Background: an optimization exercise with open tools, aiming at small area. Do not read the settings as production practice.
Function was checked by simulation only, so behaviour that the tests miss may differ from the original.

==> run a <==
## MultiCycleCPU
module MultiCycleCPU(
	input  wire        clk,
	input  wire        reset,
	output wire        base_ram_ce_n,
	output wire        base_ram_oe_n,
	output wire        base_ram_we_n,
	output reg  [3:0]  base_ram_be_n,
	output wire [19:0] base_ram_addr,
	output wire [31:0] base_ram_data_o,
	output reg         base_ram_data_oe,
	input  wire [31:0] base_ram_data_i,
	output reg         uart_rdn,
	output wire        uart_wrn,
	input  wire        uart_dataready,
	input  wire        uart_tbre,
	input  wire        uart_tsre,
	output wire        ext_ram_ce_n,
	output wire        ext_ram_oe_n,
	output wire        ext_ram_we_n,
	output reg  [3:0]  ext_ram_be_n,
	output wire [19:0] ext_ram_addr,
	output reg  [31:0] ext_ram_data_o,
	output reg         ext_ram_data_oe,
	input  wire [31:0] ext_ram_data_i,
	output reg  [31:0] pc_out,
	output wire [31:0] addr_out
);
==> flow/config.mk <==
export PLATFORM = sky130hd
export DESIGN_NAME = MultiCycleCPU
export DESIGN_NICKNAME = MultiCycleCPU
export VERILOG_FILES = /design/flow/design.v
export SDC_FILE = /design/flow/constraint.sdc
export NUM_CORES = 4
export LEC_CHECK = 0
export CAP_MARGIN = 20
export CORE_MARGIN = 2
export CORE_UTILIZATION = 55
export SLEW_MARGIN = 20
export SYNTH_HIERARCHICAL = 1
==> flow/constraint.sdc <==
create_clock -name core_clock -period 10.0 [get_ports {clk}]
set_input_delay 2.0000 -clock core_clock [delete_from_list [all_inputs] [get_ports {clk}]]
set_output_delay 2.0000 -clock core_clock [all_outputs]
set_load 0.01 [all_outputs]
standard.sh (not shown) runs the stock make flow with config.mk's settings and CLKGATE_MAP_FILE= SYNTH_SCRIPT=/design/flow/synth_recipe.tcl, a recipe that flattens the netlist after the stock synthesis.
==> flow/flow/run.sh <==
#!/bin/bash
# Standard synthesis, then the standard ORFS layout with two knobs changed:
# port buffers of the smallest buffer cell, and a clock tree of clkbuf_16
# clusters of up to 24 flip-flops without dummy loads. Each step's output
# goes to its own log file here.
set -euo pipefail
bash standard.sh synth > synth.log 2>&1
bash standard.sh \
  "BUFFER_PORTS_ARGS=-buffer_cell sky130_fd_sc_hd__buf_1" \
  "CTS_ARGS=-sink_clustering_enable -repair_clock_nets -dont_use_dummy_load -sink_clustering_size 24 -sink_clustering_max_diameter 70" \
  finish > layout.log 2>&1
==> inputs of run b, as changes to run a <==
--- a/flow/design.v
+++ b/flow/design.v
@@ -116,19 +116,14 @@
 wire c_jal   = opcode == 7'b1101111;
 wire c_jalr  = opcode == 7'b1100111 && f3 == 3'b000;
 wire c_br    = opcode == 7'b1100011 && f3[2:1] == 2'b00;
 wire c_ld    = opcode == 7'b0000011 && (f3 == 3'b000 || f3 == 3'b010);
 wire c_st    = opcode == 7'b0100011 && (f3 == 3'b000 || f3 == 3'b010);
 wire c_ill   = !(c_op || c_opimm || c_auipc || c_lui || c_jal || c_jalr || c_br || c_ld || c_st);
 wire is_word = f3[1];       
-wire c_shift = c_opimm && f3[1:0] == 2'b01;    
-function [31:0] rev32(input [31:0] v);
-	integer k;
-	for (k = 0; k < 32; k = k + 1) rev32[k] = v[31 - k];
-endfunction
 wire [31:0] imm_I = {{20{insn[31]}}, insn[31:20]};
 wire [31:0] imm_S = {{20{insn[31]}}, insn[31:25], insn[11:7]};
 wire [31:0] imm_B = {{20{insn[31]}}, insn[7], insn[30:25], insn[11:8], 1'b0};
 wire [31:0] imm_U = {insn[31:12], 12'h0};
 wire [31:0] imm_J = {{12{insn[31]}}, insn[19:12], insn[20], insn[30:21], 1'b0};
 wire [31:0] imm = c_st ? imm_S : c_br ? imm_B : (c_lui || c_auipc) ? imm_U : c_jal ? imm_J : imm_I;
 reg [2:0] last_step;
@@ -140,15 +135,15 @@
 	else last_step = 3'd3;
 end
 wire [31:0] rdata;
 wire        wb_done;
 SimpleRegisterFile regs (
 	.clk(clk),
 	.reset(reset),
-	.idx_read_next((st == S_ID && !c_shift) ? insn[24:20] : insn[19:15]),
+	.idx_read_next(st == S_ID ? insn[24:20] : insn[19:15]),
 	.data_read(rdata),
 	.idx_write(wbi),
 	.data_write(wb),
 	.write_pending(wbv),
 	.write_done(wb_done)
 );
 wire first = !pc_out[31];   
@@ -158,25 +153,33 @@
 reg  [31:0] alu_b;
 always @(*) begin
 	if (st == S_IF) alu_b = first ? 32'h80000000 : ((c_jal || (c_br && cond)) ? imm : 32'd4);
 	else if ((st == S_ID && c_jal) || (c_jalr && step == 3'd2)) alu_b = 32'd4;
 	else if (c_op || c_br) alu_b = opa;
 	else alu_b = imm;
 end
-wire [31:0] sum, alu;
-wire        eq;
-CpuAlu alu_u (
-	.a(alu_a),
-	.b(alu_b),
-	.sh_in(opa),
-	.f3((c_op || c_opimm) ? f3 : 3'b000),
-	.sum(sum),
-	.alu(alu),
-	.eq(eq)
-);
+wire [31:0] sum = alu_a + alu_b;
+wire [31:0] x = alu_a ^ alu_b;
+wire        eq = x == 32'h0;
+function [31:0] rev32(input [31:0] a);
+	integer k;
+	for (k = 0; k < 32; k = k + 1) rev32[k] = a[31 - k];
+endfunction
+wire [31:0] shr = (f3[2] ? alu_a : rev32(alu_a)) >> alu_b[4:0];
+reg [31:0] alu;
+always @(*) begin
+	case ((c_op || c_opimm) ? f3 : 3'b000)
+		3'b111: alu = alu_a & alu_b;
+		3'b110: alu = alu_a | alu_b;
+		3'b100: alu = x;
+		3'b001: alu = rev32(shr);
+		3'b101: alu = shr;
+		default: alu = sum;
+	endcase
+end
 wire [31:0] npc = (!first && c_jalr) ? opa : sum;
 wire [31:0] ma = wb;
 wire ma_base = ma[31:22] == 10'b1000_0000_00;
 wire ma_ext  = ma[31:22] == 10'b1000_0000_01;
 wire ma_ok   = ma[1:0] == 2'b00 || !is_word;
 wire ma_uart = ma[31:3] == 29'h02000000 && !is_word;
 wire ma_udat = ma_uart && ma[2:0] == 3'd0;
@@ -225,15 +228,15 @@
 	n_rs1 = rs1; n_rs2 = rs2; n_b_lo = b_lo;
 	n_b_be_n = base_ram_be_n; n_e_be_n = ext_ram_be_n;
 	load_wb = 1'b0;
 	set_wbv = 1'b0;
 	case (st)
 	S_IF: begin
 		if (ms == M_IDLE) begin
-			n_pc_out = {npc[31:1], 1'b0};    
+			n_pc_out = npc;
 			if (pc_base) begin
 				n_b_be_n = 4'b0000; n_b_oe = 1'b0; n_ms = M_RD; n_acc = 1'b0;
 			end else if (pc_ext) begin
 				n_e_be_n = 4'b0000; n_e_oe = 1'b0; n_ms = M_RD; n_acc = 1'b1;
 			end else begin
 				n_st = S_ERR;
 			end
@@ -327,15 +330,15 @@
 					n_step = step + 3'd1;
 				end
 			end
 		end else if (step == last_step) begin
 			n_st = S_IF;
 		end else begin
 			n_step = step + 3'd1;
-			if (step == 3'd0) n_opa = (c_shift && !f3[2]) ? rev32(rdata) : rdata;
+			if (step == 3'd0) n_opa = rdata;
 			if (step == 3'd1) begin
 				n_wb = alu;
 				load_wb = c_op || c_opimm || c_auipc || c_ld || c_st;
 				set_wbv = c_op || c_opimm || c_auipc;
 				if (c_br) n_cond = eq ^ f3[0];
 				if (c_jalr) n_opa = {sum[31:1], 1'b0};
 			end
@@ -378,55 +381,16 @@
 	end
 end
 always @(posedge clk) begin
 	step <= n_step;
 	acc <= n_acc;
 	insn <= n_insn;
 	opa <= n_opa;
-	if (load_wb) wb <= n_wb;
-	wbi <= rd;
+	if (load_wb) begin
+		wb <= n_wb;
+		wbi <= rd;
+	end
 	cond <= n_cond;
 	b_lo <= n_b_lo;
 	ext_ram_data_o <= n_e_data;
 end
 endmodule
-module CpuAlu(
-	input  wire [31:0] a,
-	input  wire [31:0] b,
-	input  wire [31:0] sh_in,
-	input  wire [2:0]  f3,
-	output wire [31:0] sum,
-	output wire [31:0] alu,
-	output wire        eq
-);
-wire [31:0] p = a ^ b;
-wire [31:0] g = a & b;
-wire [32:0] c;
-assign c[0] = 1'b0;
-genvar k;
-generate
-	for (k = 0; k < 8; k = k + 1) begin : grp
-		wire [3:0] gp = p[4*k+3:4*k];
-		wire [3:0] gg = g[4*k+3:4*k];
-		wire ci = c[4*k];
-		assign c[4*k+1] = gg[0] | (gp[0] & ci);
-		assign c[4*k+2] = gg[1] | (gp[1] & gg[0]) | (gp[1] & gp[0] & ci);
-		assign c[4*k+3] = gg[2] | (gp[2] & gg[1]) | (gp[2] & gp[1] & gg[0]) | (gp[2] & gp[1] & gp[0] & ci);
-		assign c[4*k+4] = gg[3] | (gp[3] & gg[2]) | (gp[3] & gp[2] & gg[1]) | (gp[3] & gp[2] & gp[1] & gg[0]) | (&gp & ci);
-	end
-endgenerate
-assign sum = p ^ c[31:0];
-assign eq = ~|p;
-function [31:0] rev32(input [31:0] v);
-	integer i;
-	for (i = 0; i < 32; i = i + 1) rev32[i] = v[31 - i];
-endfunction
-wire [31:0] shr = sh_in >> b[4:0];
-wire s_add = f3 == 3'b000;
-wire s_xor = f3 == 3'b100;
-wire s_or  = f3 == 3'b110;
-wire s_and = f3 == 3'b111;
-wire s_sll = f3 == 3'b001;
-wire s_srl = f3 == 3'b101;
-assign alu = ({32{s_add}} & sum) | ({32{s_xor | s_or}} & p) | ({32{s_or | s_and}} & g)
-	| ({32{s_srl}} & shr) | ({32{s_sll}} & rev32(shr));
-endmodule
==> flow/flow/run.sh (replaced) <==
#!/bin/bash
# Standard synthesis, then the standard ORFS layout with a few knobs changed:
# smaller port buffers and a clock tree of larger clkbuf_16 clusters without
# dummy loads. Each step's output goes to its own log file here.
set -euo pipefail
bash standard.sh synth > synth.log 2>&1
bash standard.sh \
  "BUFFER_PORTS_ARGS=-buffer_cell sky130_fd_sc_hd__buf_1" \
  "CTS_ARGS=-sink_clustering_enable -repair_clock_nets -dont_use_dummy_load -sink_clustering_size 30 -sink_clustering_max_diameter 100" \
  finish > layout.log 2>&1
--- a/flow/config.mk
+++ b/flow/config.mk
@@ -5,8 +5,7 @@
 export SDC_FILE = /design/flow/constraint.sdc
 export NUM_CORES = 4
 export LEC_CHECK = 0
 export CAP_MARGIN = 20
 export CORE_MARGIN = 2
 export CORE_UTILIZATION = 55
 export SLEW_MARGIN = 20
-export SYNTH_HIERARCHICAL = 1
==> inputs of run c, as changes to run a <==
==> flow/flow/run.sh (replaced) <==
#!/bin/bash
# Standard synthesis, then the standard ORFS layout with two knobs changed:
# port buffers of the smallest buffer cell, and a clock tree whose leaf
# clusters of up to 18 flip-flops are driven by clkbuf_8 (clkbuf_16 above
# them), without dummy loads. Each step's output goes to its own log file.
set -euo pipefail
bash standard.sh synth > synth.log 2>&1
bash standard.sh \
  "BUFFER_PORTS_ARGS=-buffer_cell sky130_fd_sc_hd__buf_1" \
  "CTS_ARGS=-sink_clustering_enable -repair_clock_nets -dont_use_dummy_load -buf_list sky130_fd_sc_hd__clkbuf_16 -root_buf sky130_fd_sc_hd__clkbuf_16 -sink_clustering_buffer sky130_fd_sc_hd__clkbuf_8 -sink_clustering_size 18 -sink_clustering_max_diameter 60" \
  finish > layout.log 2>&1
==> flow/config.mk (replaced) <==
export PLATFORM = sky130hd
export DESIGN_NAME = MultiCycleCPU
export DESIGN_NICKNAME = MultiCycleCPU
export VERILOG_FILES = /design/flow/design.v
export SDC_FILE = /design/flow/constraint.sdc
export NUM_CORES = 4
export LEC_CHECK = 0
export CAP_MARGIN = 20
export CORE_MARGIN = 2
export CORE_UTILIZATION = 75
export SLEW_MARGIN = 20
export SYNTH_HIERARCHICAL = 1
==> inputs of run d, as changes to run a <==
--- a/flow/design.v
+++ b/flow/design.v
@@ -116,19 +116,14 @@
 wire c_jal   = opcode == 7'b1101111;
 wire c_jalr  = opcode == 7'b1100111 && f3 == 3'b000;
 wire c_br    = opcode == 7'b1100011 && f3[2:1] == 2'b00;
 wire c_ld    = opcode == 7'b0000011 && (f3 == 3'b000 || f3 == 3'b010);
 wire c_st    = opcode == 7'b0100011 && (f3 == 3'b000 || f3 == 3'b010);
 wire c_ill   = !(c_op || c_opimm || c_auipc || c_lui || c_jal || c_jalr || c_br || c_ld || c_st);
 wire is_word = f3[1];       
-wire c_shift = c_opimm && f3[1:0] == 2'b01;    
-function [31:0] rev32(input [31:0] v);
-	integer k;
-	for (k = 0; k < 32; k = k + 1) rev32[k] = v[31 - k];
-endfunction
 wire [31:0] imm_I = {{20{insn[31]}}, insn[31:20]};
 wire [31:0] imm_S = {{20{insn[31]}}, insn[31:25], insn[11:7]};
 wire [31:0] imm_B = {{20{insn[31]}}, insn[7], insn[30:25], insn[11:8], 1'b0};
 wire [31:0] imm_U = {insn[31:12], 12'h0};
 wire [31:0] imm_J = {{12{insn[31]}}, insn[19:12], insn[20], insn[30:21], 1'b0};
 wire [31:0] imm = c_st ? imm_S : c_br ? imm_B : (c_lui || c_auipc) ? imm_U : c_jal ? imm_J : imm_I;
 reg [2:0] last_step;
@@ -140,15 +135,15 @@
 	else last_step = 3'd3;
 end
 wire [31:0] rdata;
 wire        wb_done;
 SimpleRegisterFile regs (
 	.clk(clk),
 	.reset(reset),
-	.idx_read_next((st == S_ID && !c_shift) ? insn[24:20] : insn[19:15]),
+	.idx_read_next(st == S_ID ? insn[24:20] : insn[19:15]),
 	.data_read(rdata),
 	.idx_write(wbi),
 	.data_write(wb),
 	.write_pending(wbv),
 	.write_done(wb_done)
 );
 wire first = !pc_out[31];   
@@ -158,25 +153,33 @@
 reg  [31:0] alu_b;
 always @(*) begin
 	if (st == S_IF) alu_b = first ? 32'h80000000 : ((c_jal || (c_br && cond)) ? imm : 32'd4);
 	else if ((st == S_ID && c_jal) || (c_jalr && step == 3'd2)) alu_b = 32'd4;
 	else if (c_op || c_br) alu_b = opa;
 	else alu_b = imm;
 end
-wire [31:0] sum, alu;
-wire        eq;
-CpuAlu alu_u (
-	.a(alu_a),
-	.b(alu_b),
-	.sh_in(opa),
-	.f3((c_op || c_opimm) ? f3 : 3'b000),
-	.sum(sum),
-	.alu(alu),
-	.eq(eq)
-);
+wire [31:0] sum = alu_a + alu_b;
+wire [31:0] x = alu_a ^ alu_b;
+wire        eq = x == 32'h0;
+function [31:0] rev32(input [31:0] a);
+	integer k;
+	for (k = 0; k < 32; k = k + 1) rev32[k] = a[31 - k];
+endfunction
+wire [31:0] shr = (f3[2] ? alu_a : rev32(alu_a)) >> alu_b[4:0];
+reg [31:0] alu;
+always @(*) begin
+	case ((c_op || c_opimm) ? f3 : 3'b000)
+		3'b111: alu = alu_a & alu_b;
+		3'b110: alu = alu_a | alu_b;
+		3'b100: alu = x;
+		3'b001: alu = rev32(shr);
+		3'b101: alu = shr;
+		default: alu = sum;
+	endcase
+end
 wire [31:0] npc = (!first && c_jalr) ? opa : sum;
 wire [31:0] ma = wb;
 wire ma_base = ma[31:22] == 10'b1000_0000_00;
 wire ma_ext  = ma[31:22] == 10'b1000_0000_01;
 wire ma_ok   = ma[1:0] == 2'b00 || !is_word;
 wire ma_uart = ma[31:3] == 29'h02000000 && !is_word;
 wire ma_udat = ma_uart && ma[2:0] == 3'd0;
@@ -225,15 +228,15 @@
 	n_rs1 = rs1; n_rs2 = rs2; n_b_lo = b_lo;
 	n_b_be_n = base_ram_be_n; n_e_be_n = ext_ram_be_n;
 	load_wb = 1'b0;
 	set_wbv = 1'b0;
 	case (st)
 	S_IF: begin
 		if (ms == M_IDLE) begin
-			n_pc_out = {npc[31:1], 1'b0};    
+			n_pc_out = npc;
 			if (pc_base) begin
 				n_b_be_n = 4'b0000; n_b_oe = 1'b0; n_ms = M_RD; n_acc = 1'b0;
 			end else if (pc_ext) begin
 				n_e_be_n = 4'b0000; n_e_oe = 1'b0; n_ms = M_RD; n_acc = 1'b1;
 			end else begin
 				n_st = S_ERR;
 			end
@@ -327,15 +330,15 @@
 					n_step = step + 3'd1;
 				end
 			end
 		end else if (step == last_step) begin
 			n_st = S_IF;
 		end else begin
 			n_step = step + 3'd1;
-			if (step == 3'd0) n_opa = (c_shift && !f3[2]) ? rev32(rdata) : rdata;
+			if (step == 3'd0) n_opa = rdata;
 			if (step == 3'd1) begin
 				n_wb = alu;
 				load_wb = c_op || c_opimm || c_auipc || c_ld || c_st;
 				set_wbv = c_op || c_opimm || c_auipc;
 				if (c_br) n_cond = eq ^ f3[0];
 				if (c_jalr) n_opa = {sum[31:1], 1'b0};
 			end
@@ -378,55 +381,16 @@
 	end
 end
 always @(posedge clk) begin
 	step <= n_step;
 	acc <= n_acc;
 	insn <= n_insn;
 	opa <= n_opa;
-	if (load_wb) wb <= n_wb;
-	wbi <= rd;
+	if (load_wb) begin
+		wb <= n_wb;
+		wbi <= rd;
+	end
 	cond <= n_cond;
 	b_lo <= n_b_lo;
 	ext_ram_data_o <= n_e_data;
 end
 endmodule
-module CpuAlu(
-	input  wire [31:0] a,
-	input  wire [31:0] b,
-	input  wire [31:0] sh_in,
-	input  wire [2:0]  f3,
-	output wire [31:0] sum,
-	output wire [31:0] alu,
-	output wire        eq
-);
-wire [31:0] p = a ^ b;
-wire [31:0] g = a & b;
-wire [32:0] c;
-assign c[0] = 1'b0;
-genvar k;
-generate
-	for (k = 0; k < 8; k = k + 1) begin : grp
-		wire [3:0] gp = p[4*k+3:4*k];
-		wire [3:0] gg = g[4*k+3:4*k];
-		wire ci = c[4*k];
-		assign c[4*k+1] = gg[0] | (gp[0] & ci);
-		assign c[4*k+2] = gg[1] | (gp[1] & gg[0]) | (gp[1] & gp[0] & ci);
-		assign c[4*k+3] = gg[2] | (gp[2] & gg[1]) | (gp[2] & gp[1] & gg[0]) | (gp[2] & gp[1] & gp[0] & ci);
-		assign c[4*k+4] = gg[3] | (gp[3] & gg[2]) | (gp[3] & gp[2] & gg[1]) | (gp[3] & gp[2] & gp[1] & gg[0]) | (&gp & ci);
-	end
-endgenerate
-assign sum = p ^ c[31:0];
-assign eq = ~|p;
-function [31:0] rev32(input [31:0] v);
-	integer i;
-	for (i = 0; i < 32; i = i + 1) rev32[i] = v[31 - i];
-endfunction
-wire [31:0] shr = sh_in >> b[4:0];
-wire s_add = f3 == 3'b000;
-wire s_xor = f3 == 3'b100;
-wire s_or  = f3 == 3'b110;
-wire s_and = f3 == 3'b111;
-wire s_sll = f3 == 3'b001;
-wire s_srl = f3 == 3'b101;
-assign alu = ({32{s_add}} & sum) | ({32{s_xor | s_or}} & p) | ({32{s_or | s_and}} & g)
-	| ({32{s_srl}} & shr) | ({32{s_sll}} & rev32(shr));
-endmodule
==> flow/run.sh (new file) <==
#!/bin/bash
# synth_recipe.tcl (not shown) runs the flow's synth.tcl, then flattens the netlist and writes it again
# the make line also repeats each setting of config.mk as NAME=value (left out here)
make -C /OpenROAD-flow-scripts/flow DESIGN_CONFIG=/design/flow/config.mk WORK_HOME=/design/flow/orfs CLKGATE_MAP_FILE= SYNTH_SCRIPT=/design/flow/synth_recipe.tcl finish
==> flow/config.mk (replaced) <==
export PLATFORM = sky130hd
export DESIGN_NAME = MultiCycleCPU
export DESIGN_NICKNAME = MultiCycleCPU
export VERILOG_FILES = /design/flow/design.v
export SDC_FILE = /design/flow/constraint.sdc
export NUM_CORES = 4
export LEC_CHECK = 0
export CAP_MARGIN = 20
export CORE_MARGIN = 2
export CORE_UTILIZATION = 40
export SLEW_MARGIN = 20
removed: flow/flow/run.sh
removed: flow/standard.sh
==> flow_summary_export.csv <==
group,metric,value,unit
grt,use_met2,60.61,%
grt,grt_usage,37.89,%
power_and_ir_drop,pg_comb,3.49,mW
grt,grt_start_max_net_pins,67,
cells_and_area,fin_cells,5227,
power_and_ir_drop,peakVddDrop,0.1567,mV
hold_path,hold_start,"regs.w[16][13]$_DFF_P_",
die,dieArea,0.08676,mm^2
outcome,status,"finished clean",
die,coreArea,0.08356,mm^2
setup_path,crit_fanout,36,
power_and_ir_drop,sw_frac_of_total,34.43,%
cells_and_area,n_antenna_cell,0,
place,dp_slack,1.719,ns
cells_and_area,multi_input_area_share,35.98,%
the above is filed under run a

==> flow_summary_export.csv <==
group,metric,value,unit
outcome,status,"finished clean",
place,dp_slack,1.854,ns
clocking,clk_pin_slew_worst_paths,0.11,ns
power_and_ir_drop,pg_comb,3.47,mW
grt,grt_usage,51.45,%
cells_and_area,final_cell_mix,"997 x dfxtp_1, 389 x a22oi_1, 293 x nand2_1, 231 x buf_1, 229 x o21ai_0",
die,dieArea,0.06392,mm^2
die,coreArea,0.06148,mm^2
cells_and_area,multi_input_area_share,36.63,%
power_and_ir_drop,sw_frac_of_total,35.18,%
hold_path,hold_start,"regs.w[9][6]$_DFF_P_",
timing,slew_headroom,16.83,%
cells_and_area,fin_cells,4941,
place,place.gp.congestion,1.071,
grt,grt_start_max_net_pins,67,
power_and_ir_drop,peakVddDrop,0.1764,mV
setup_path,worstReg2RegStart,"regs.rpos[1]$_DFF_PP1_",
place,port_buffers,231,
cells_and_area,buf_share,2.917,%
setup_path,crit_fanout,21,
the above is filed under run c

==> flow_summary_export.csv <==
group,metric,value,unit
place,dp_slack,1.814,ns
cells_and_area,fin_cells,6245,
power_and_ir_drop,pg_comb,0.0513,mW
grt,use_met2,71.49,%
power_and_ir_drop,switchingPower,1.603,mW
outcome,status,"finished clean",
power_and_ir_drop,sw_frac_of_total,21.13,%
die,coreArea,0.09152,mm^2
cells_and_area,n_antenna_cell,12,
die,dieArea,0.09463,mm^2
grt,grt_start_max_net_pins,62,
grt,grt_usage,47.44,%
hold_path,hold_start,"regs.w[14][11]$_DFF_P_",
the above is filed under run b

==> flow_summary_export.csv <==
group,metric,value,unit
die,coreArea,0.1257,mm^2
power_and_ir_drop,peakVddDrop,0.1707,mV
grt,grt.met1_usage,52.03,%
outcome,status,"finished clean",
synth,syn_area,0.05070,mm^2
die,dieArea,0.1296,mm^2
cells_and_area,final_cell_mix,"992 x dfxtp_1, 568 x nand2_1, 285 x nor3_1, 263 x o21ai_0, 232 x clkdlybuf4s50_1",
power_and_ir_drop,pg_comb,0.0760,mW
power_and_ir_drop,sw_frac_of_total,21.58,%
grt,grtUsageMet3,12.78,%
timing,min_period_over_period,80.90,%
setup_path,crit_fanout,23,
grt,use_met2,50.28,%
timing,slew_headroom,16.52,%
grt,grt_start_max_net_pins,56,
synth,synth_top_area_cell,"dfxtp_1",
cells_and_area,n_antenna_cell,11,
cells_and_area,multi_input_area_share,36.28,%
hold_path,hold_start,"regs.w[16][22]$_DFF_P_",
cells_and_area,fin_cells,6923,
the above is filed under run d

## afterwards: timing with drivers on the ports
In the flow no input, the clock included, has a driving cell. The finished layouts below were timed again as built, in two steps. Step 1 assumes that a clkbuf_16 drives the clock port and a buf_2 every other input. Step 2, shift: input delay + t, output delay - t, t = (earliest + latest rising clock arrival at the registers) / 2. This alone moves slack from input paths to output paths. Slacks: ideal / step 1 / step 2; pairs: ideal / step 1.
run | t (ns) | slack for setup (ns) | hold slack, ns | slew at the worst register clock pin (ns) | worst slew at a driven data input, ns
run a | 0.696 | 1.496 / 1.496 / 1.496 | 0.312 / 0.312 / 0.312 | 0.10 / 0.10 | 0.04
run b | 0.766 | 1.566 / 1.566 / 1.566 | 0.257 / 0.257 / 0.257 | 0.12 / 0.12 | 0.07
run c | 0.658 | 1.376 / 1.376 / 1.376 | 0.309 / 0.309 / 0.309 | 0.12 / 0.12 | 0.05
run d | 0.848 | 1.910 / 1.910 / 1.910 | 0.308 / 0.308 / 0.308 | 0.07 / 0.07 | 0.06
After both steps every run listed still meets setup and hold.
